This is an optimization exercise on Yosys and OpenROAD, whose aim is small area and a short achievable clock period, not a production implementation.
Function was checked by simulation only, so behaviour that the tests miss may differ from the original.
Power is estimated from default activity; no workload was simulated.

## flow/design.v

```verilog
module mac(
  input clk,
  input rst,
  input signed [7:0] in_a,
  input signed [7:0] in_b,
  output logic signed [15:0] out);
  logic rst_q;
  logic [15:0] row0_d, row1_d;
  logic [15:0] row0, row1;
  logic [15:0] reg_c;
  wire pp0_0, pp0_1, pp0_2, pp0_3, pp0_4, pp0_5, pp0_6, pp0_7, pp1_0, pp1_1, pp1_2, pp1_3, pp1_4, pp1_5, pp1_6, pp1_7, pp2_0, pp2_1, pp2_2, pp2_3, pp2_4, pp2_5, pp2_6, pp2_7, pp3_0, pp3_1, pp3_2, pp3_3, pp3_4, pp3_5, pp3_6, pp3_7, pp4_0, pp4_1, pp4_2, pp4_3, pp4_4, pp4_5, pp4_6, pp4_7, pp5_0, pp5_1, pp5_2, pp5_3, pp5_4, pp5_5, pp5_6, pp5_7, pp6_0, pp6_1, pp6_2, pp6_3, pp6_4, pp6_5, pp6_6, pp6_7, pp7_0, pp7_1, pp7_2, pp7_3, pp7_4, pp7_5, pp7_6, pp7_7, s1, c2, s3, c4, s5, c6, s7, c8, s9, c10, s11, c12, s13, c14, s15, c16, s17, c18, s19, c20, s21, c22, s23, c24, s25, c26, s27, c28, s29, c30, s31, c32, s33, c34, s35, c36, s37, c38, s39, c40, s41, c42, s43, c44, s45, c46, s47, c48, s49, c50, s51, c52, s53, c54, s55, c56, s57, c58, s59, c60, s61, c62, s63, c64, s65, c66, s67, c68, s69, c70, s71, c72, s73, c74, s75, c76, s77, c78, s79, c80, s81, c82, s83, c84;
  assign pp0_0 = in_a[0] & in_b[0];
  assign pp0_1 = in_a[0] & in_b[1];
  assign pp0_2 = in_a[0] & in_b[2];
  assign pp0_3 = in_a[0] & in_b[3];
  assign pp0_4 = in_a[0] & in_b[4];
  assign pp0_5 = in_a[0] & in_b[5];
  assign pp0_6 = in_a[0] & in_b[6];
  assign pp0_7 = in_a[0] & in_b[7];
  assign pp1_0 = in_a[1] & in_b[0];
  assign pp1_1 = in_a[1] & in_b[1];
  assign pp1_2 = in_a[1] & in_b[2];
  assign pp1_3 = in_a[1] & in_b[3];
  assign pp1_4 = in_a[1] & in_b[4];
  assign pp1_5 = in_a[1] & in_b[5];
  assign pp1_6 = in_a[1] & in_b[6];
  assign pp1_7 = in_a[1] & in_b[7];
  assign pp2_0 = in_a[2] & in_b[0];
  assign pp2_1 = in_a[2] & in_b[1];
  assign pp2_2 = in_a[2] & in_b[2];
  assign pp2_3 = in_a[2] & in_b[3];
  assign pp2_4 = in_a[2] & in_b[4];
  assign pp2_5 = in_a[2] & in_b[5];
  assign pp2_6 = in_a[2] & in_b[6];
  assign pp2_7 = in_a[2] & in_b[7];
  assign pp3_0 = in_a[3] & in_b[0];
  assign pp3_1 = in_a[3] & in_b[1];
  assign pp3_2 = in_a[3] & in_b[2];
  assign pp3_3 = in_a[3] & in_b[3];
  assign pp3_4 = in_a[3] & in_b[4];
  assign pp3_5 = in_a[3] & in_b[5];
  assign pp3_6 = in_a[3] & in_b[6];
  assign pp3_7 = in_a[3] & in_b[7];
  assign pp4_0 = in_a[4] & in_b[0];
  assign pp4_1 = in_a[4] & in_b[1];
  assign pp4_2 = in_a[4] & in_b[2];
  assign pp4_3 = in_a[4] & in_b[3];
  assign pp4_4 = in_a[4] & in_b[4];
  assign pp4_5 = in_a[4] & in_b[5];
  assign pp4_6 = in_a[4] & in_b[6];
  assign pp4_7 = in_a[4] & in_b[7];
  assign pp5_0 = in_a[5] & in_b[0];
  assign pp5_1 = in_a[5] & in_b[1];
  assign pp5_2 = in_a[5] & in_b[2];
  assign pp5_3 = in_a[5] & in_b[3];
  assign pp5_4 = in_a[5] & in_b[4];
  assign pp5_5 = in_a[5] & in_b[5];
  assign pp5_6 = in_a[5] & in_b[6];
  assign pp5_7 = in_a[5] & in_b[7];
  assign pp6_0 = in_a[6] & in_b[0];
  assign pp6_1 = in_a[6] & in_b[1];
  assign pp6_2 = in_a[6] & in_b[2];
  assign pp6_3 = in_a[6] & in_b[3];
  assign pp6_4 = in_a[6] & in_b[4];
  assign pp6_5 = in_a[6] & in_b[5];
  assign pp6_6 = in_a[6] & in_b[6];
  assign pp6_7 = in_a[6] & in_b[7];
  assign pp7_0 = in_a[7] & in_b[0];
  assign pp7_1 = in_a[7] & in_b[1];
  assign pp7_2 = in_a[7] & in_b[2];
  assign pp7_3 = in_a[7] & in_b[3];
  assign pp7_4 = in_a[7] & in_b[4];
  assign pp7_5 = in_a[7] & in_b[5];
  assign pp7_6 = in_a[7] & in_b[6];
  assign pp7_7 = in_a[7] & in_b[7];
  assign s1 = pp0_2 ^ pp1_1;
  assign c2 = pp0_2 & pp1_1;
  assign s3 = pp0_3 ^ pp1_2 ^ pp2_1;
  assign c4 = (pp0_3 & pp1_2) | (pp0_3 & pp2_1) | (pp1_2 & pp2_1);
  assign s5 = pp3_0 ^ c2;
  assign c6 = pp3_0 & c2;
  assign s7 = pp0_4 ^ pp1_3 ^ pp2_2;
  assign c8 = (pp0_4 & pp1_3) | (pp0_4 & pp2_2) | (pp1_3 & pp2_2);
  assign s9 = pp3_1 ^ pp4_0 ^ c4;
  assign c10 = (pp3_1 & pp4_0) | (pp3_1 & c4) | (pp4_0 & c4);
  assign s11 = c6 ^ s7;
  assign c12 = c6 & s7;
  assign s13 = pp0_5 ^ pp1_4 ^ pp2_3;
  assign c14 = (pp0_5 & pp1_4) | (pp0_5 & pp2_3) | (pp1_4 & pp2_3);
  assign s15 = pp3_2 ^ pp4_1 ^ pp5_0;
  assign c16 = (pp3_2 & pp4_1) | (pp3_2 & pp5_0) | (pp4_1 & pp5_0);
  assign s17 = c8 ^ s13 ^ s15;
  assign c18 = (c8 & s13) | (c8 & s15) | (s13 & s15);
  assign s19 = c12 ^ c10;
  assign c20 = c12 & c10;
  assign s21 = pp0_6 ^ pp1_5 ^ pp2_4;
  assign c22 = (pp0_6 & pp1_5) | (pp0_6 & pp2_4) | (pp1_5 & pp2_4);
  assign s23 = pp3_3 ^ pp4_2 ^ pp5_1;
  assign c24 = (pp3_3 & pp4_2) | (pp3_3 & pp5_1) | (pp4_2 & pp5_1);
  assign s25 = pp6_0 ^ c14 ^ c16;
  assign c26 = (pp6_0 & c14) | (pp6_0 & c16) | (c14 & c16);
  assign s27 = s21 ^ s23 ^ c18;
  assign c28 = (s21 & s23) | (s21 & c18) | (s23 & c18);
  assign s29 = s25 ^ c20;
  assign c30 = s25 & c20;
  assign s31 = pp0_7 ^ pp1_6 ^ pp2_5;
  assign c32 = (pp0_7 & pp1_6) | (pp0_7 & pp2_5) | (pp1_6 & pp2_5);
  assign s33 = pp3_4 ^ pp4_3 ^ pp5_2;
  assign c34 = (pp3_4 & pp4_3) | (pp3_4 & pp5_2) | (pp4_3 & pp5_2);
  assign s35 = pp6_1 ^ pp7_0 ^ c22;
  assign c36 = (pp6_1 & pp7_0) | (pp6_1 & c22) | (pp7_0 & c22);
  assign s37 = c24 ^ s31 ^ s33;
  assign c38 = (c24 & s31) | (c24 & s33) | (s31 & s33);
  assign s39 = c26 ^ s35 ^ s37;
  assign c40 = (c26 & s35) | (c26 & s37) | (s35 & s37);
  assign s41 = c30 ^ c28;
  assign c42 = c30 & c28;
  assign s43 = pp1_7 ^ pp2_6 ^ pp3_5;
  assign c44 = (pp1_7 & pp2_6) | (pp1_7 & pp3_5) | (pp2_6 & pp3_5);
  assign s45 = pp4_4 ^ pp5_3 ^ pp6_2;
  assign c46 = (pp4_4 & pp5_3) | (pp4_4 & pp6_2) | (pp5_3 & pp6_2);
  assign s47 = pp7_1 ^ c32 ^ c34;
  assign c48 = (pp7_1 & c32) | (pp7_1 & c34) | (c32 & c34);
  assign s49 = s43 ^ s45 ^ c36;
  assign c50 = (s43 & s45) | (s43 & c36) | (s45 & c36);
  assign s51 = c38 ^ s47 ^ s49;
  assign c52 = (c38 & s47) | (c38 & s49) | (s47 & s49);
  assign s53 = c40 ^ c42;
  assign c54 = c40 & c42;
  assign s55 = pp2_7 ^ pp3_6 ^ pp4_5;
  assign c56 = (pp2_7 & pp3_6) | (pp2_7 & pp4_5) | (pp3_6 & pp4_5);
  assign s57 = pp5_4 ^ pp6_3 ^ pp7_2;
  assign c58 = (pp5_4 & pp6_3) | (pp5_4 & pp7_2) | (pp6_3 & pp7_2);
  assign s59 = c44 ^ c46 ^ s55;
  assign c60 = (c44 & c46) | (c44 & s55) | (c46 & s55);
  assign s61 = s57 ^ c48 ^ s59;
  assign c62 = (s57 & c48) | (s57 & s59) | (c48 & s59);
  assign s63 = c50 ^ s61 ^ c54;
  assign c64 = (c50 & s61) | (c50 & c54) | (s61 & c54);
  assign s65 = pp3_7 ^ pp4_6 ^ pp5_5;
  assign c66 = (pp3_7 & pp4_6) | (pp3_7 & pp5_5) | (pp4_6 & pp5_5);
  assign s67 = pp6_4 ^ pp7_3 ^ c56;
  assign c68 = (pp6_4 & pp7_3) | (pp6_4 & c56) | (pp7_3 & c56);
  assign s69 = c58 ^ s65 ^ c60;
  assign c70 = (c58 & s65) | (c58 & c60) | (s65 & c60);
  assign s71 = s67 ^ c62 ^ s69;
  assign c72 = (s67 & c62) | (s67 & s69) | (c62 & s69);
  assign s73 = pp4_7 ^ pp5_6 ^ pp6_5;
  assign c74 = (pp4_7 & pp5_6) | (pp4_7 & pp6_5) | (pp5_6 & pp6_5);
  assign s75 = pp7_4 ^ c66 ^ s73;
  assign c76 = (pp7_4 & c66) | (pp7_4 & s73) | (c66 & s73);
  assign s77 = c68 ^ s75 ^ c70;
  assign c78 = (c68 & s75) | (c68 & c70) | (s75 & c70);
  assign s79 = pp5_7 ^ pp6_6 ^ pp7_5;
  assign c80 = (pp5_7 & pp6_6) | (pp5_7 & pp7_5) | (pp6_6 & pp7_5);
  assign s81 = c74 ^ s79 ^ c76;
  assign c82 = (c74 & s79) | (c74 & c76) | (s79 & c76);
  assign s83 = pp6_7 ^ pp7_6 ^ c80;
  assign c84 = (pp6_7 & pp7_6) | (pp6_7 & c80) | (pp7_6 & c80);
  assign row0_d = {1'b0, pp7_7, s83, s81, c72, s71, c52, s51, s39, s29, s17, s11, s3, pp2_0, pp0_1, pp0_0};
  assign row1_d = {1'b0, c84, c82, c78, s77, c64, s63, s53, s41, s27, s19, s9, s5, s1, pp1_0, 1'b0};
  always @(posedge clk) begin
    row0 <= row0_d;
    row1 <= row1_d;
    rst_q <= rst;
    if (rst || rst_q)
      reg_c <= 16'h0000;
    else
      reg_c <= reg_c + row0 + row1;
  end
  assign out = reg_c;
endmodule
```

## flow/config.mk

```make
export PLATFORM = sky130hd
export DESIGN_NAME = mac
export DESIGN_NICKNAME = mac
export VERILOG_FILES = /design/flow/design.v
export SDC_FILE = /design/flow/constraint.sdc
export NUM_CORES = 4
export LEC_CHECK = 0
export CAP_MARGIN = 20
export CORE_MARGIN = 2
export CORE_UTILIZATION = 40
export SETUP_SLACK_MARGIN = 1.4
export SLEW_MARGIN = 20
```

## flow/constraint.sdc

```tcl
create_clock -name core_clock -period 4.2 [get_ports {clk}]
set_input_delay 0.8400 -clock core_clock [delete_from_list [all_inputs] [get_ports {clk}]]
set_output_delay 0.8400 -clock core_clock [all_outputs]
set_load 0.01 [all_outputs]
```

## flow/run.sh

```bash
#!/bin/bash
# synth_recipe.tcl (not shown) runs the flow's synth.tcl, then flattens the netlist and writes it again
# the make line also repeats each setting of config.mk as NAME=value (left out here)
make -C /OpenROAD-flow-scripts/flow DESIGN_CONFIG=/design/flow/config.mk WORK_HOME=/design/flow/orfs CLKGATE_MAP_FILE= SYNTH_SCRIPT=/design/flow/synth_recipe.tcl finish
```

==> results.rst, run 1 <==
.. list-table::
   :header-rows: 1

   * - Metric
     - Value
   * - Post-layout min period
     - around 2900 ps
   * - Final max-slew violation count
     - 0
   * - Via count of the first global-routing pass
     - ~2200
   * - Peak Freq
     - approximately 0.34 GHz
   * - Share of the clock period used by the worst path after layout
     - just under 70%
   * - Placeable core region
     - 7690 um2
   * - Setup Skew
     - 7.73 ps
   * - Multi-input gate area in the final layout
     - 2170 um2
   * - Share of flip-flops with an asynchronous set or reset after synthesis
     - 0%
   * - Antenna fix cells
     - 0
   * - Type of element launching the critical path
     - primary input
   * - Portion of netlist area occupied by mux cells
     - 0%
   * - Leak Pwr
     - 1.72 nW
   * - Number of vias per cell after detailed routing
     - approximately 4.6
   * - Initial DRC Count
     - 38
   * - Number of distinct standard cells referenced by the synthesized netlist
     - 33
   * - TritonCTS clock tree
     - yes
   * - Count of yosys warnings during synthesis
     - 1
   * - Die Wd
     - just over 90 um
   * - Actual transition at the worst max-transition pin
     - 361 ps
   * - Total die area
     - roughly 8600 um2
   * - Clock latency reported for the late side of the worst-skew pair
     - a little under 300 ps
   * - Number of buffers added by the clock tree synthesis step
     - 5
   * - DR pass1 iterations
     - 6
   * - Run status
     - complete, no violations
   * - Vias post-DR
     - between 2000 and 2500
   * - Most common flop cell mapped by yosys
     - sky130_fd_sc_hd__dfxtp_1
   * - Simple logic cell fraction of the synthesized area
     - around 17%
   * - Nature of the critical path endpoint
     - register
   * - Largest delay share family, worst path
     - adder cells
   * - Netlist area before placement
     - between 3000 and 4000 um2
   * - Instance area at placement
     - roughly 3600 um2
   * - Proportion of layout cells with a drive suffix above 1
     - around 14%
   * - Post-route design area
     - ~3800 um2
   * - Power density over the cells
     - between 500 and 600 nW/um2
   * - Initial cell density of the core
     - about two fifths
   * - Commonest non-fill, non-tap cell in the layout
     - sky130_fd_sc_hd__dfxtp_1
   * - Dominant combinational cell family by area after synthesis
     - adder cells
   * - Initial antenna violation count
     - 0
   * - Reg area
     - 921 um2
   * - Sum Neg Setup Slack
     - 0 ps
   * - Drt drc
     - 0
   * - Global-route usage over all layers
     - between 10 and 15%
   * - Worst Hold Slack
     - around 570 ps
   * - Number of instances in the synthesized netlist
     - 300
   * - CTS Hold Buffers Added
     - 0
   * - DR WL/cell
     - 13.1 um
   * - Kind of critical path
     - in -> reg
   * - Compound-cell area share of the yosys netlist
     - 5.94%
   * - Pin count of the biggest net entering global routing
     - 17
   * - Top-Level Pins
     - 34
   * - First-pass GRT wire length
     - between 10000 and 15000 um
   * - Total congestion overflow after global routing
     - 0
   * - RSZ-0062 raised after global routing
     - yes
   * - Routability Congestion
     - about 0.84
   * - FP Rows
     - 32
   * - Overall power
     - 2.08 mW
   * - Detailed Route WL
     - between 5000 and 6000 um
   * - Most used cells in the layout excluding fill and tap cells
     - 46 x sky130_fd_sc_hd__dfxtp_1, 45 x sky130_fd_sc_hd__fa_1, 39 x sky130_fd_sc_hd__nand2_1, 31 x sky130_fd_sc_hd__inv_1, 25 x sky130_fd_sc_hd__and2_1
   * - Sequential element share of the synthesized area
     - 29.1%
   * - Synth Net Count
     - 390
   * - Post-Synth XOR/XNOR Area
     - 3.33%
   * - Post-synthesis register bit count
     - between 40 and 50
   * - Max stage delay on crit path
     - about 510 ps
   * - Number of sinks handled by clock tree synthesis
     - 46
   * - Count of flip-flops with a built-in enable after synthesis
     - 0
   * - Port buffer count
     - 33
   * - Worst ir drop on vdd
     - around 0.17 mV
   * - Die outline height
     - approximately 93 um
   * - Clock Tree Root
     - sky130_fd_sc_hd__clkbuf_8
   * - H-Tree Depth
     - 2
   * - Cell with the most instances on the worst path
     - sky130_fd_sc_hd__fa_1
   * - Maximum fanout along the worst path
     - 7
   * - Data required time at the worst endpoint
     - 4370 ps
   * - Adder-cell area share of the yosys netlist
     - between 40% and 50%
   * - Highest-delay cell along the critical path
     - sky130_fd_sc_hd__fa_1
   * - Filler cell count
     - 737
   * - Buffering stage count on the worst path with inverters included
     - 1
   * - Max-capacitance violation count
     - 0
   * - Worst-path cell chain
     - buf_12, and2_4, fa_1, fa_1, fa_2, ha_4, fa_1
   * - Growth of design area from synthesis to finish
     - 20.4%
   * - Count of nets left with antenna violations after detail routing
     - 0
   * - Setup slack after layout
     - about 1300 ps
   * - Final Hold Viols
     - 0
   * - Pre-CTS worst setup slack
     - 454 ps
   * - Clock Pin Slew Worst Setup and Hold Paths
     - 80 ps
   * - Average cell area after synthesis
     - between 10 and 15 um2
   * - Data arrival time of the worst path
     - roughly 3100 ps
   * - Number of nets at the end of the flow
     - 434
   * - Worst min-delay path class
     - reg -> reg
   * - Setup-failing EPs final
     - 0
   * - Max-slew headroom
     - between 70% and 80%
   * - DP HPWL
     - 4600 um
   * - Max clock buf depth
     - 2
timing repair:
item	4_1_cts	5_1_grt
setup endpoints to repair	13	4
resized for setup	95	13
setup buffers	2	5
pin swaps	7	8
through the flow:
step / utilization [%] / std cells
2_1_floorplan: - / 300
3_3_place_gp: 47.0 / 432
3_5_place_dp: 47.0 / 432
4_1_cts: 48.4 / 441
5_1_grt: 49.5 / 446
6_report: 49.5 / 446
cell type report:
class / instances / area share, %
Inverter: 31 / 3.06
Clock buffer: 6 / 1.91
Sequential cell: 46 / 24.2
Multi-Input combinational cell: 220 / 57.0
Clock inverter: 1 / 0.197
Tap cell: 102 / 3.36
Timing Repair Buffer: 40 / 10.3
state kept, by name, summed over array words and instances (netlist names):
| signal | flops |
|---|---|
| reg_c | 16 |
| row0 | 15 |
| row1 | 14 |
| rst_q | 1 |
final timing paths:
| kind | start | to | slack, ps | depth (start not counted) |
|---|---|---|---|---|
| worst min register to register | row0[0] | reg_c[0] | 570 | 3 |
| worst max-delay path | in_b[3] | row1[9] | 1290 | 7 |
| worst min-delay path | row0[0] | reg_c[0] | 570 | 3 |
| worst max register to register | reg_c[1] | reg_c[11] | 1490 | 11 |
power breakdown:
| group | switching [mW] | leakage [nW] | total (mW) | internal, mW |
|---|---|---|---|---|
| logic | 0.646 | 1.30 | 1.22 | 0.576 |
| clock network | 0.141 | 0.0373 | 0.255 | 0.114 |
| registers | 0.0653 | 0.382 | 0.608 | 0.543 |
worst min-delay path, cell delays in order (launching register included):
cell	delay (ps)
sky130_fd_sc_hd__dfxtp_1	320
sky130_fd_sc_hd__ha_1	110
sky130_fd_sc_hd__inv_1	30
sky130_fd_sc_hd__nor2_1	80
routing by layer:
metal	vias to the layer above	wire length [um]	global-route usage (%)
met3	11	194	2.28
met1	971	2940	20.7
met5	-	0	0
met2	56	2600	23.6
li1	1031	-	-
met4	0	119	5.88
synthesized netlist by cell type, types with 2 or more instances:
cell type / instances / area share [%]
sky130_fd_sc_hd__a21o_1: 2 / 0.48
sky130_fd_sc_hd__a21oi_1: 12 / 1.9
sky130_fd_sc_hd__and2_1: 32 / 6.3
sky130_fd_sc_hd__clkbuf_1: 2 / 0.24
sky130_fd_sc_hd__dfxtp_1: 46 / 29
sky130_fd_sc_hd__fa_1: 50 / 32
sky130_fd_sc_hd__ha_1: 22 / 8.7
sky130_fd_sc_hd__inv_1: 31 / 3.7
sky130_fd_sc_hd__nand2_1: 39 / 4.6
sky130_fd_sc_hd__nand2b_1: 3 / 0.59
sky130_fd_sc_hd__nand3_1: 4 / 0.63
sky130_fd_sc_hd__nand4_1: 3 / 0.59
sky130_fd_sc_hd__nor2_1: 17 / 2.0
sky130_fd_sc_hd__nor2b_1: 3 / 0.59
sky130_fd_sc_hd__o211ai_1: 2 / 0.48
sky130_fd_sc_hd__o21ai_0: 5 / 0.79
sky130_fd_sc_hd__xnor2_1: 6 / 1.7
sky130_fd_sc_hd__xor2_1: 6 / 1.7
logic make-up (layout without fill, tap and decap cells):
kind of cell	count (synthesis)	count (layout)
flip-flops	46	46
adder cells (fa/ha/maj)	72	72
XOR/XNOR	12	12
buffers and inverters	34	78
AND/OR/NAND/NOR	107	107
AO/OA/AOI/OAI	29	29
==> inputs of run 2 (changes only) <==
==> flow/flow/run.sh (new file) <==
#!/bin/bash
# Standard layout flow, unchanged; each tool's output goes to its own log.
set -e
bash standard.sh > standard.log 2>&1
==> flow/standard.sh (new file) <==
#!/bin/bash
# synth_recipe.tcl (not shown) runs the flow's synth.tcl, then flattens the netlist and writes it again
# the make line also repeats each setting of config.mk as NAME=value (left out here)
make -C /OpenROAD-flow-scripts/flow DESIGN_CONFIG=/design/flow/config.mk WORK_HOME=/design/flow/orfs CLKGATE_MAP_FILE= SYNTH_SCRIPT=/design/flow/synth_recipe.tcl "${@:-finish}"
removed: flow/run.sh
==> results.rst, run 2 <==
.. list-table::
   :header-rows: 1

   * - Metric
     - Value
   * - Post-synthesis register bit count
     - 46
   * - Pin count of the biggest net entering global routing
     - 17
   * - Synth Net Count
     - 390
   * - Number of nets at the end of the flow
     - 434
   * - Growth of design area from synthesis to finish
     - 20.4%
   * - Final std cells w/o fill
     - around 450
   * - Overall power
     - around 2.1 mW
   * - Most repeated cell in the gate-level netlist after synthesis
     - sky130_fd_sc_hd__fa_1
   * - Detailed Route WL
     - 5860 um
   * - Number of instances in the synthesized netlist
     - 300
   * - Data required time at the worst endpoint
     - around 4400 ps
   * - Count of flip-flops with a built-in enable after synthesis
     - 0
   * - Post-layout min period
     - between 2000 and 3000 ps
   * - TritonCTS clock tree
     - yes
   * - Count of yosys warnings during synthesis
     - 1
   * - Post-route design area
     - ~3800 um2
   * - Leading post-synthesis cells by instance count
     - 50 x sky130_fd_sc_hd__fa_1, 46 x sky130_fd_sc_hd__dfxtp_1, 39 x sky130_fd_sc_hd__nand2_1
   * - DP HPWL
     - around 4600 um
   * - Worst ir drop on vdd
     - 0.173 mV
   * - Total congestion overflow after global routing
     - 0
   * - Routability Congestion
     - about 0.84
   * - DR WL/cell
     - ~13 um
   * - Number of buffers added by the clock tree synthesis step
     - 5
   * - Actual transition at the worst max-transition pin
     - roughly 360 ps
   * - Peak Freq
     - ~0.34 GHz
   * - Vias post-DR
     - about 2100
   * - Port buffer count
     - 33
   * - Initial antenna violation count
     - 0
   * - Die outline height
     - around 93 um
   * - Power density over the cells
     - between 500 and 600 nW/um2
   * - CTS Hold Buffers Added
     - 0
   * - Most used cells in the layout excluding fill and tap cells
     - 46 x sky130_fd_sc_hd__dfxtp_1, 45 x sky130_fd_sc_hd__fa_1, 39 x sky130_fd_sc_hd__nand2_1, 31 x sky130_fd_sc_hd__inv_1, 25 x sky130_fd_sc_hd__and2_1
   * - Proportion of layout cells with a drive suffix above 1
     - between 10% and 20%
   * - Max-slew headroom
     - about three quarters
   * - Filler cell count
     - between 700 and 800
   * - Type of element launching the critical path
     - primary input
   * - Most common flop cell mapped by yosys
     - sky130_fd_sc_hd__dfxtp_1
   * - Total die area
     - approximately 8600 um2
   * - Largest register FFs
     - 16
   * - Count of nets left with antenna violations after detail routing
     - 0
   * - Initial DRC Count
     - 38
   * - Largest registers
     - reg_c x16, row0 x15, row1 x14
   * - Share of the clock period used by the worst path after layout
     - 69.3%
   * - Sum Neg Setup Slack
     - 0 ps
   * - RSZ-0062 raised after global routing
     - yes
   * - Number of vias per cell after detailed routing
     - 4.64
   * - Number of sinks handled by clock tree synthesis
     - 46
   * - FP Rows
     - 32
   * - Kind of critical path
     - in -> reg
   * - Global-route usage over all layers
     - 14.9%
   * - Top-Level Pins
     - 34
   * - H-Tree Depth
     - 2
   * - Met2 capacity usage during global routing
     - a little under a quarter
   * - Top register by number of flip-flops
     - reg_c
   * - Leak Pwr
     - approximately 1.7 nW
   * - Largest area contributor in the netlist
     - sky130_fd_sc_hd__fa_1
   * - Via count of the first global-routing pass
     - 2159
   * - Drt drc
     - 0
   * - Placeable core region
     - ~7700 um2
   * - Met3 track demand over resource in global routing
     - 2.28%
   * - Core Util, Final
     - 49.5%
   * - Max-capacitance violation count
     - 0
   * - Clock Pin Slew Worst Setup and Hold Paths
     - roughly 80 ps
   * - Commonest non-fill, non-tap cell in the layout
     - sky130_fd_sc_hd__dfxtp_1
   * - Global Route met1 Usage
     - 20.7%
   * - Clock latency reported for the late side of the worst-skew pair
     - between 200 and 300 ps
   * - Share of flip-flops with an asynchronous set or reset after synthesis
     - 0%
   * - Final max-slew violation count
     - 0
   * - Highest-utilization routing layer at the global route stage
     - met2
   * - Number of distinct standard cells referenced by the synthesized netlist
     - 33
   * - Final Hold Viols
     - 0
   * - Max clock buf depth
     - 2
   * - Average cell area after synthesis
     - ~11 um2
   * - Synth area leaders
     - sky130_fd_sc_hd__fa_1 32%, sky130_fd_sc_hd__dfxtp_1 29%, sky130_fd_sc_hd__ha_1 8.7%
   * - Placed cell count
     - about 430
   * - Synth top area share
     - a little under a third
   * - DR pass1 iterations
     - 6
   * - Instance area at placement
     - 3610 um2
   * - Clock Tree Root
     - sky130_fd_sc_hd__clkbuf_8
   * - Antenna fix cells
     - 0
   * - Netlist area before placement
     - ~3200 um2
   * - Setup-failing EPs final
     - 0
   * - Setup Skew
     - around 7.7 ps
   * - Sequential element share of the synthesized area
     - ~29%
   * - Die Wd
     - between 90 and 100 um
   * - Data arrival time of the worst path
     - between 3000 and 4000 ps
   * - First-pass GRT wire length
     - slightly above 10000 um
   * - Run status
     - complete, no violations
   * - Nature of the critical path endpoint
     - register
   * - Maximum fanout along the worst path
     - 7
   * - Initial cell density of the core
     - 41.1%
   * - Worst min-delay path class
     - reg -> reg
==> run 2: logic make-up after synthesis <==
| family | after synthesis | synth area share [%] |
|---|---|---|
| buf+inv | 34 | 4.28 |
| xor+xnor | 12 | 3.33 |
| flops | 46 | 29.1 |
| compound gates | 29 | 5.94 |
| simple gates | 107 | 16.9 |
| fa+ha+maj | 72 | 40.4 |
==> run 2: power by group <==
group | internal, mW | switching [mW]
logic | 0.576 | 0.646
clock network | 0.114 | 0.141
registers | 0.543 | 0.0653
==> run 2: what timing repair did <==
action	in CTS	in global routing
pin swaps	7	8
gates resized for setup	95	13
endpoints found under the setup margin	13	4
buffers inserted	2	5
==> run 2: path summary, 6_finish.rpt <==
| kind | start | depth (start not counted) | slack (ps) | endpoint |
|---|---|---|---|---|
| min | row0[0] | 3 | 570 | reg_c[0] |
| min reg2reg | row0[0] | 3 | 570 | reg_c[0] |
| max | in_b[3] | 7 | 1290 | row1[9] |
| max reg2reg | reg_c[1] | 11 | 1490 | reg_c[11] |
==> run 2: layout make-up <==
cell class	count	area, um2	share of cell area, %
clock buffer	6	72.6	1.91
clock inverter	1	7.51	0.197
inverter	31	116	3.06
multi-input combinational	220	2170	57.0
sequential	46	921	24.2
tap	102	128	3.36
timing repair buffer	40	390	10.3
==> run 2: metal layers <==
metal	share of wire (%)	wire [um]
met5	0	0
met1	50	2940
met4	2.0	119
met3	3.3	194
met2	44	2600
==> run 2: worst max-delay path: stages <==
cell and delay, ps:
sky130_fd_sc_hd__buf_12 110, sky130_fd_sc_hd__and2_4 150, sky130_fd_sc_hd__fa_1 500, sky130_fd_sc_hd__fa_1 510, sky130_fd_sc_hd__fa_2 380, sky130_fd_sc_hd__ha_4 170, sky130_fd_sc_hd__fa_1 420
==> run 2: per-stage QoR <==
| step | hold slack [ps] | setup slack [ps] |
|---|---|---|
| final | 571 | 1290 |
| after global routing | 622 | 1250 |
| after CTS | 579 | 1280 |
| after detailed placement | 560 | 454 |
| after global placement | 546 | 465 |
| after floorplan | 533 | 1180 |
==> inputs of run 3 (changes only) <==
==> flow/flow/run.sh (replaced) <==
#!/bin/bash
# Standard layout flow with plain buf_1 cells as the port buffers (repair
# still upsizes them where timing needs it); each tool's output goes to its own log.
set -e
bash standard.sh "BUFFER_PORTS_ARGS=-buffer_cell sky130_fd_sc_hd__buf_1" finish > standard.log 2>&1
==> results.rst, run 3 <==
.. list-table::
   :header-rows: 1

   * - Metric
     - Value
   * - Run status
     - complete, no violations
   * - Initial cell density of the core
     - about two fifths
   * - First-pass GRT wire length
     - 10200 um
   * - H-Tree Depth
     - 2
   * - Leading post-synthesis cells by instance count
     - 50 x sky130_fd_sc_hd__fa_1, 46 x sky130_fd_sc_hd__dfxtp_1, 39 x sky130_fd_sc_hd__nand2_1
   * - Worst R2R Path Depth
     - 10
   * - FP Rows
     - 32
   * - Global-route usage over all layers
     - around 15%
   * - Sequential element share of the synthesized area
     - between 20 and 30%
   * - Die Wd
     - approximately 93 um
   * - DR pass1 iterations
     - 4
   * - Worst-path cell chain
     - buf_4, and2_1, fa_1, fa_1, fa_2, ha_4, fa_2
   * - CTS Hold Buffers Added
     - 0
   * - Final Hold Viols
     - 0
   * - Highest-delay cell along the critical path
     - sky130_fd_sc_hd__fa_2
   * - Proportion of layout cells with a drive suffix above 1
     - roughly 14%
   * - DP HPWL
     - 4740 um
   * - Share of flip-flops with an asynchronous set or reset after synthesis
     - 0%
   * - Number of vias per cell after detailed routing
     - 4.76
   * - Number of stages on the worst hold path
     - 3
   * - Data required time at the worst endpoint
     - about 4400 ps
   * - Max-slew headroom
     - just under 80%
   * - Final max-slew violation count
     - 0
   * - Pin count of the biggest net entering global routing
     - 17
   * - Die outline height
     - between 90 and 100 um
   * - Max stage delay on crit path
     - roughly 500 ps
   * - Post-synthesis register bit count
     - 46
   * - Most used cells in the layout excluding fill and tap cells
     - 46 x sky130_fd_sc_hd__dfxtp_1, 42 x sky130_fd_sc_hd__fa_1, 39 x sky130_fd_sc_hd__nand2_1, 29 x sky130_fd_sc_hd__inv_1, 26 x sky130_fd_sc_hd__and2_1
   * - Drt drc
     - 0
   * - Max clock buf depth
     - 2
   * - Synth area leaders
     - sky130_fd_sc_hd__fa_1 32%, sky130_fd_sc_hd__dfxtp_1 29%, sky130_fd_sc_hd__ha_1 8.7%
   * - Placeable core region
     - 7690 um2
   * - Reg area
     - between 900 and 1000 um2
   * - Kind of critical path
     - in -> reg
   * - Worst min-delay path class
     - reg -> reg
   * - Actual transition at the worst max-transition pin
     - ~340 ps
   * - Max-capacitance violation count
     - 0
   * - Setup slack after layout
     - between 1000 and 1500 ps
   * - Peak Freq
     - about 0.34 GHz
   * - Count of yosys warnings during synthesis
     - 1
   * - Endpoint of the lowest-slack register-to-register path
     - reg_c[15]
   * - Netlist area before placement
     - between 3000 and 4000 um2
   * - Largest registers
     - reg_c x16, row0 x15, row1 x14
   * - Largest register FFs
     - 16
   * - Launching point of the worst reg2reg path
     - reg_c[1]
   * - Share of the clock period used by the worst path after layout
     - 69.8%
   * - Total congestion overflow after global routing
     - 0
   * - Growth of design area from synthesis to finish
     - 15.8%
   * - Largest delay share family, worst path
     - adder cells
   * - Data arrival time of the worst path
     - 3170 ps
   * - Most repeated cell in the gate-level netlist after synthesis
     - sky130_fd_sc_hd__fa_1
   * - Vias post-DR
     - around 2100
   * - Number of nets at the end of the flow
     - about 430
   * - Setup Skew
     - ~8.0 ps
   * - Clock Tree Root
     - sky130_fd_sc_hd__clkbuf_8
   * - Initial DRC Count
     - between 40 and 50
   * - Filler cell count
     - 742
   * - Nature of the critical path endpoint
     - register
   * - Antenna fix cells
     - 0
   * - Multi-input gate area in the final layout
     - around 2200 um2
   * - Leak Pwr
     - 1.65 nW
   * - Average cell area after synthesis
     - 10.5 um2
   * - RSZ-0062 raised after global routing
     - yes
   * - Synth top area share
     - a little under a third
   * - Synth Net Count
     - 390
   * - Number of sinks handled by clock tree synthesis
     - 46
   * - Top register by number of flip-flops
     - reg_c
   * - DR WL/cell
     - 13.2 um
   * - Count of nets left with antenna violations after detail routing
     - 0
   * - Buffering stage count on the worst path with inverters included
     - 1
   * - Detailed Route WL
     - 5820 um
   * - Number of buffers added by the clock tree synthesis step
     - 5
   * - Clock Pin Slew Worst Setup and Hold Paths
     - 80 ps
   * - Top-Level Pins
     - 34
   * - Worst min-delay path endpoint
     - reg_c[0]
   * - Total die area
     - ~8600 um2
   * - Worst-case register-to-register setup slack
     - 1540 ps
   * - Hold Path Origin
     - row0[0]
   * - Commonest non-fill, non-tap cell in the layout
     - sky130_fd_sc_hd__dfxtp_1
   * - Setup-failing EPs final
     - 0
   * - Post-layout min period
     - 2930 ps
   * - Maximum fanout along the worst path
     - 8
   * - Count of flip-flops with a built-in enable after synthesis
     - 0
   * - Routability Congestion
     - roughly 0.86
   * - Largest area contributor in the netlist
     - sky130_fd_sc_hd__fa_1
   * - Via count of the first global-routing pass
     - between 2000 and 2500
   * - Number of instances in the synthesized netlist
     - 300
   * - Sum Neg Setup Slack
     - 0 ps
   * - Worst ir drop on vdd
     - roughly 0.20 mV
   * - Most common flop cell mapped by yosys
     - sky130_fd_sc_hd__dfxtp_1
   * - Clock latency reported for the late side of the worst-skew pair
     - 290 ps
   * - Port buffer count
     - 33
   * - Type of element launching the critical path
     - primary input
   * - Number of distinct standard cells referenced by the synthesized netlist
     - 33
   * - Power density over the cells
     - between 500 and 600 nW/um2
   * - Pre-CTS worst setup slack
     - 763 ps
   * - TritonCTS clock tree
     - yes
   * - Initial antenna violation count
     - 0
==> run 3: logic make-up (layout without fill, tap and decap cells) <==
family | after synthesis | after routing | share of synthesized area, %
and+or+nand+nor | 107 | 107 | 16.9
adders and majority gates | 72 | 72 | 40.4
DFF | 46 | 46 | 29.1
buffers and inverters | 34 | 74 | 4.28
AOI/OAI and AO/OA | 29 | 29 | 5.94
xor gates and xnor gates | 12 | 12 | 3.33
==> run 3: worst max-delay path by stage <==
stage                  from      end  slack, ps  cells past startpoint
floorplan           in_a[5]  row1[9]       1180                      6
global placement    in_b[4]  row1[9]        820                     11
detailed placement  in_b[7]  row1[9]        760                      7
CTS                 in_a[3]  row1[9]       1260                      7
global route        in_b[7]  row1[9]       1250                      7
finish              in_b[7]  row1[9]       1270                      7
==> run 3: through the flow <==
step	hold WS [ps]	util [%]	cell area (um2)	cells	power, mW
finish	565	47.6	3660	442	2.09
global placement	549	44.3	3400	432	1.73
floorplan	533	-	3170	300	1.53
global route	600	47.6	3660	442	2.32
detailed placement	554	44.3	3400	432	1.74
CTS	575	46.5	3570	440	2.10
==> run 3: layout make-up <==
class                      count  share of cell area (%)
clock inverter                 2                    1.03
timing repair buffer          35                    5.81
tap                          102                    3.49
multi-input combinational    220                    59.4
inverter                      31                    3.18
sequential                    46                    25.2
clock buffer                   6                    1.98
==> run 3: power by group <==
part           total (mW)  leakage [nW]  switching, mW  internal (mW)
Combinational        1.16          1.22          0.638          0.522
Sequential          0.609         0.382         0.0658          0.543
Clock               0.323        0.0514          0.145          0.178
Total                2.09          1.65          0.849           1.24
==> run 3: worst min-delay path, cell delays in order, from the launching register on <==
cell and delay, ps:
sky130_fd_sc_hd__dfxtp_1 320, sky130_fd_sc_hd__ha_1 110, sky130_fd_sc_hd__inv_1 30, sky130_fd_sc_hd__nor2_1 80
==> run 3: per-layer routing <==
metal  vias to the layer above  share of wire (%)  track usage [%]
li1                       1024                  -                -
met1                      1011                 48             19.6
met2                        59                 46             25.2
met3                        10                4.1             2.93
met4                         0                1.7             5.39
met5                         -                  0                0
==> run 3: timing repair <==
action	CTS	global route
resized for setup	29	24
setup buffers	0	2
setup endpoints to repair	5	5
pin swaps	3	6
==> inputs of run 4 (changes only) <==
==> flow/flow/run.sh (replaced) <==
#!/bin/bash
# Standard layout flow with plain buf_1 cells as the port buffers and area
# recovery on paths with slack; each tool's output goes to its own log.
set -e
bash standard.sh "BUFFER_PORTS_ARGS=-buffer_cell sky130_fd_sc_hd__buf_1" RECOVER_POWER=100 finish > standard.log 2>&1
==> results.rst, run 4 <==
.. list-table::
   :header-rows: 1

   * - Metric
     - Value
   * - Data required time at the worst endpoint
     - 4370 ps
   * - DR pass1 iterations
     - 4
   * - Leak Pwr
     - approximately 1.6 nW
   * - Most repeated cell in the gate-level netlist after synthesis
     - sky130_fd_sc_hd__fa_1
   * - Worst min-delay path class
     - reg -> reg
   * - Max clock buf depth
     - 2
   * - Sequential element share of the synthesized area
     - 29.1%
   * - Largest delay share family, worst path
     - adder cells
   * - Via count of the first global-routing pass
     - 2185
   * - Largest registers
     - reg_c x16, row0 x15, row1 x14
   * - Number of instances in the synthesized netlist
     - 300
   * - Max-capacitance violation count
     - 0
   * - Peak Freq
     - 0.318 GHz
   * - Actual transition at the worst max-transition pin
     - around 1000 ps
   * - Total congestion overflow after global routing
     - 0
   * - Worst-path cell chain
     - clkbuf_1, nand2_1, fa_1, fa_1, inv_1, fa_2, fa_2
   * - RSZ-0062 raised after global routing
     - yes
   * - Data arrival time of the worst path
     - between 3000 and 4000 ps
   * - Max stage delay on crit path
     - approximately 570 ps
   * - Die outline height
     - 92.9 um
   * - Run status
     - complete, no violations
   * - Worst ir drop on vdd
     - a little under 0.2 mV
   * - Number of vias per cell after detailed routing
     - about 4.7
   * - Power density over the cells
     - roughly 570 nW/um2
   * - Count of flip-flops with a built-in enable after synthesis
     - 0
   * - Growth of design area from synthesis to finish
     - 14.5%
   * - Synth top area share
     - a little under a third
   * - Filler cell count
     - roughly 750
   * - Most common flop cell mapped by yosys
     - sky130_fd_sc_hd__dfxtp_1
   * - Type of element launching the critical path
     - primary input
   * - Setup-failing EPs final
     - 0
   * - Proportion of layout cells with a drive suffix above 1
     - 10.3%
   * - Initial DRC Count
     - 46
   * - Number of nets at the end of the flow
     - between 400 and 500
   * - TritonCTS clock tree
     - yes
   * - DP HPWL
     - ~4700 um
   * - Sum Neg Setup Slack
     - 0 ps
   * - Clock Pin Slew Worst Setup and Hold Paths
     - roughly 80 ps
   * - Nature of the critical path endpoint
     - register
   * - Number of sinks handled by clock tree synthesis
     - 46
   * - DR WL/cell
     - 13.1 um
   * - Post-layout min period
     - 3150 ps
   * - Maximum fanout along the worst path
     - 8
   * - Detailed Route WL
     - between 5000 and 6000 um
   * - Setup Skew
     - between 9 and 10 ps
   * - Initial antenna violation count
     - 0
   * - Clock latency reported for the late side of the worst-skew pair
     - about 290 ps
   * - Top-Level Pins
     - 34
   * - Post-synthesis register bit count
     - 46
   * - Buffering stage count on the worst path with inverters included
     - 2
   * - Drt drc
     - 0
   * - Count of nets left with antenna violations after detail routing
     - 0
   * - Kind of critical path
     - in -> reg
   * - Netlist area before placement
     - ~3200 um2
   * - Final Hold Viols
     - 0
   * - Vias post-DR
     - 2069
   * - Largest area contributor in the netlist
     - sky130_fd_sc_hd__fa_1
   * - CTS Hold Buffers Added
     - 0
   * - Routability Congestion
     - ~0.86
   * - Most used cells in the layout excluding fill and tap cells
     - 46 x sky130_fd_sc_hd__dfxtp_1, 45 x sky130_fd_sc_hd__fa_1, 39 x sky130_fd_sc_hd__nand2_1, 31 x sky130_fd_sc_hd__inv_1, 21 x sky130_fd_sc_hd__and2_1
   * - Overall power
     - approximately 2.1 mW
   * - Synth area leaders
     - sky130_fd_sc_hd__fa_1 32%, sky130_fd_sc_hd__dfxtp_1 29%, sky130_fd_sc_hd__ha_1 8.7%
   * - Total die area
     - approximately 8600 um2
   * - Count of yosys warnings during synthesis
     - 1
   * - Port buffer count
     - 33
   * - Pin count of the biggest net entering global routing
     - 17
   * - Initial cell density of the core
     - approximately two fifths
   * - Die Wd
     - ~93 um
   * - Max-slew headroom
     - between 30 and 40%
   * - Highest-delay cell along the critical path
     - sky130_fd_sc_hd__fa_1
   * - Leading post-synthesis cells by instance count
     - 50 x sky130_fd_sc_hd__fa_1, 46 x sky130_fd_sc_hd__dfxtp_1, 39 x sky130_fd_sc_hd__nand2_1
   * - Number of buffers added by the clock tree synthesis step
     - 5
   * - Number of distinct standard cells referenced by the synthesized netlist
     - 33
   * - Top register by number of flip-flops
     - reg_c
   * - Share of the clock period used by the worst path after layout
     - 75.0%
   * - Synth Net Count
     - just under 400
   * - Average cell area after synthesis
     - around 11 um2
   * - Global-route usage over all layers
     - between 15 and 20%
   * - Clock Tree Root
     - sky130_fd_sc_hd__clkbuf_8
   * - Commonest non-fill, non-tap cell in the layout
     - sky130_fd_sc_hd__dfxtp_1
   * - Final max-slew violation count
     - 0
   * - Multi-input gate area in the final layout
     - roughly 2100 um2
   * - FP Rows
     - 32
   * - Share of flip-flops with an asynchronous set or reset after synthesis
     - 0%
   * - H-Tree Depth
     - 2
   * - First-pass GRT wire length
     - 10200 um
   * - Placeable core region
     - roughly 7700 um2
   * - Reg area
     - just over 900 um2
   * - Antenna fix cells
     - 0
   * - Largest register FFs
     - 16
==> run 4: cell counts after synthesis <==
No cell type changed its count.
==> run 4: cell type report <==
class	instances	area share, %
multi-input combinational	220	59.1
sequential	46	25.4
timing repair buffer	35	5.64
tap	102	3.53
inverter	31	3.22
clock buffer	6	2.01
clock inverter	2	1.04
==> run 4: per-stage QoR <==
step	hold slack [ps]	cells	instance area (um2)	setup WS (ps)	utilization, %
6_report	565	442	3620	1050	47.1
5_1_grt	600	442	3620	948	47.1
4_1_cts	575	440	3570	1260	46.5
3_5_place_dp	554	432	3400	763	44.3
3_3_place_gp	549	432	3400	823	44.3
2_1_floorplan	533	300	3170	1180	-
==> run 4: worst paths after layout <==
kind | startpoint | endpoint | slack, ps | cells after the start
worst max-delay path | in_a[1] | row1[9] | 1050 | 7
worst min-delay path | row0[0] | reg_c[0] | 560 | 3
worst max register to register | reg_c[1] | reg_c[15] | 1360 | 10
worst min register to register | row0[0] | reg_c[0] | 560 | 3
==> run 4: routing by layer <==
layer	share of wire (%)	global-route usage, %
met1	48	19.6
met3	3.6	2.93
met2	47	25.2
met4	1.3	5.39
met5	0	0
==> run 4: where the power goes <==
group	internal [mW]	switching (mW)	total, mW
Combinational	0.513	0.620	1.13
Clock	0.178	0.145	0.323
Sequential	0.543	0.0657	0.609
==> run 4: worst min-delay path, cell delays in order, from the launching register on <==
cell                      delay [ps]
sky130_fd_sc_hd__dfxtp_1         320
sky130_fd_sc_hd__ha_1            110
sky130_fd_sc_hd__inv_1            30
sky130_fd_sc_hd__nor2_1           80
==> run 4: timing repair <==
item,CTS,global route
setup buffers,0,2
gates resized for setup,29,24
setup endpoints to repair,5,5
pin swaps,3,6
==> run 4: cells by family after synthesis <==
logic type      count (synthesis)  share of synthesized area [%]
simple gates                  107                           16.9
buf+inv                        34                           4.28
compound gates                 29                           5.94
flops                          46                           29.1
fa+ha+maj                      72                           40.4
xor+xnor                       12                           3.33

## static timing again, ports no longer ideal
No port has a modelled driver above. Below, the same layouts with a new extraction and two added sets of constraints. Step 1: set_driving_cell puts a clkbuf_16 on clk and a buf_2 on each other input, an assumption about the parent block. Step 2 times the ports against the registers' clock, not the clock port: input delays grow and output delays shrink by t, the midpoint of the rising clock arrivals with the driver on. Slacks: ideal ports / drivers / drivers and shift; pairs: ideal ports / drivers.
run	t (ns)	slack for setup (ns)	worst setup path at the end	latest minus earliest clock arrival (ns)
run 1	0.316	1.290 / 1.274 / 0.958	input to register	0.008 / 0.008
run 2	0.316	1.290 / 1.274 / 0.958	input to register	0.008 / 0.008
run 3	0.317	1.269 / 1.258 / 0.941	input to register	0.008 / 0.008
run 4	0.317	1.052 / 1.057 / 0.741	input to register	0.009 / 0.009
After both steps setup and hold are still met in every run listed.
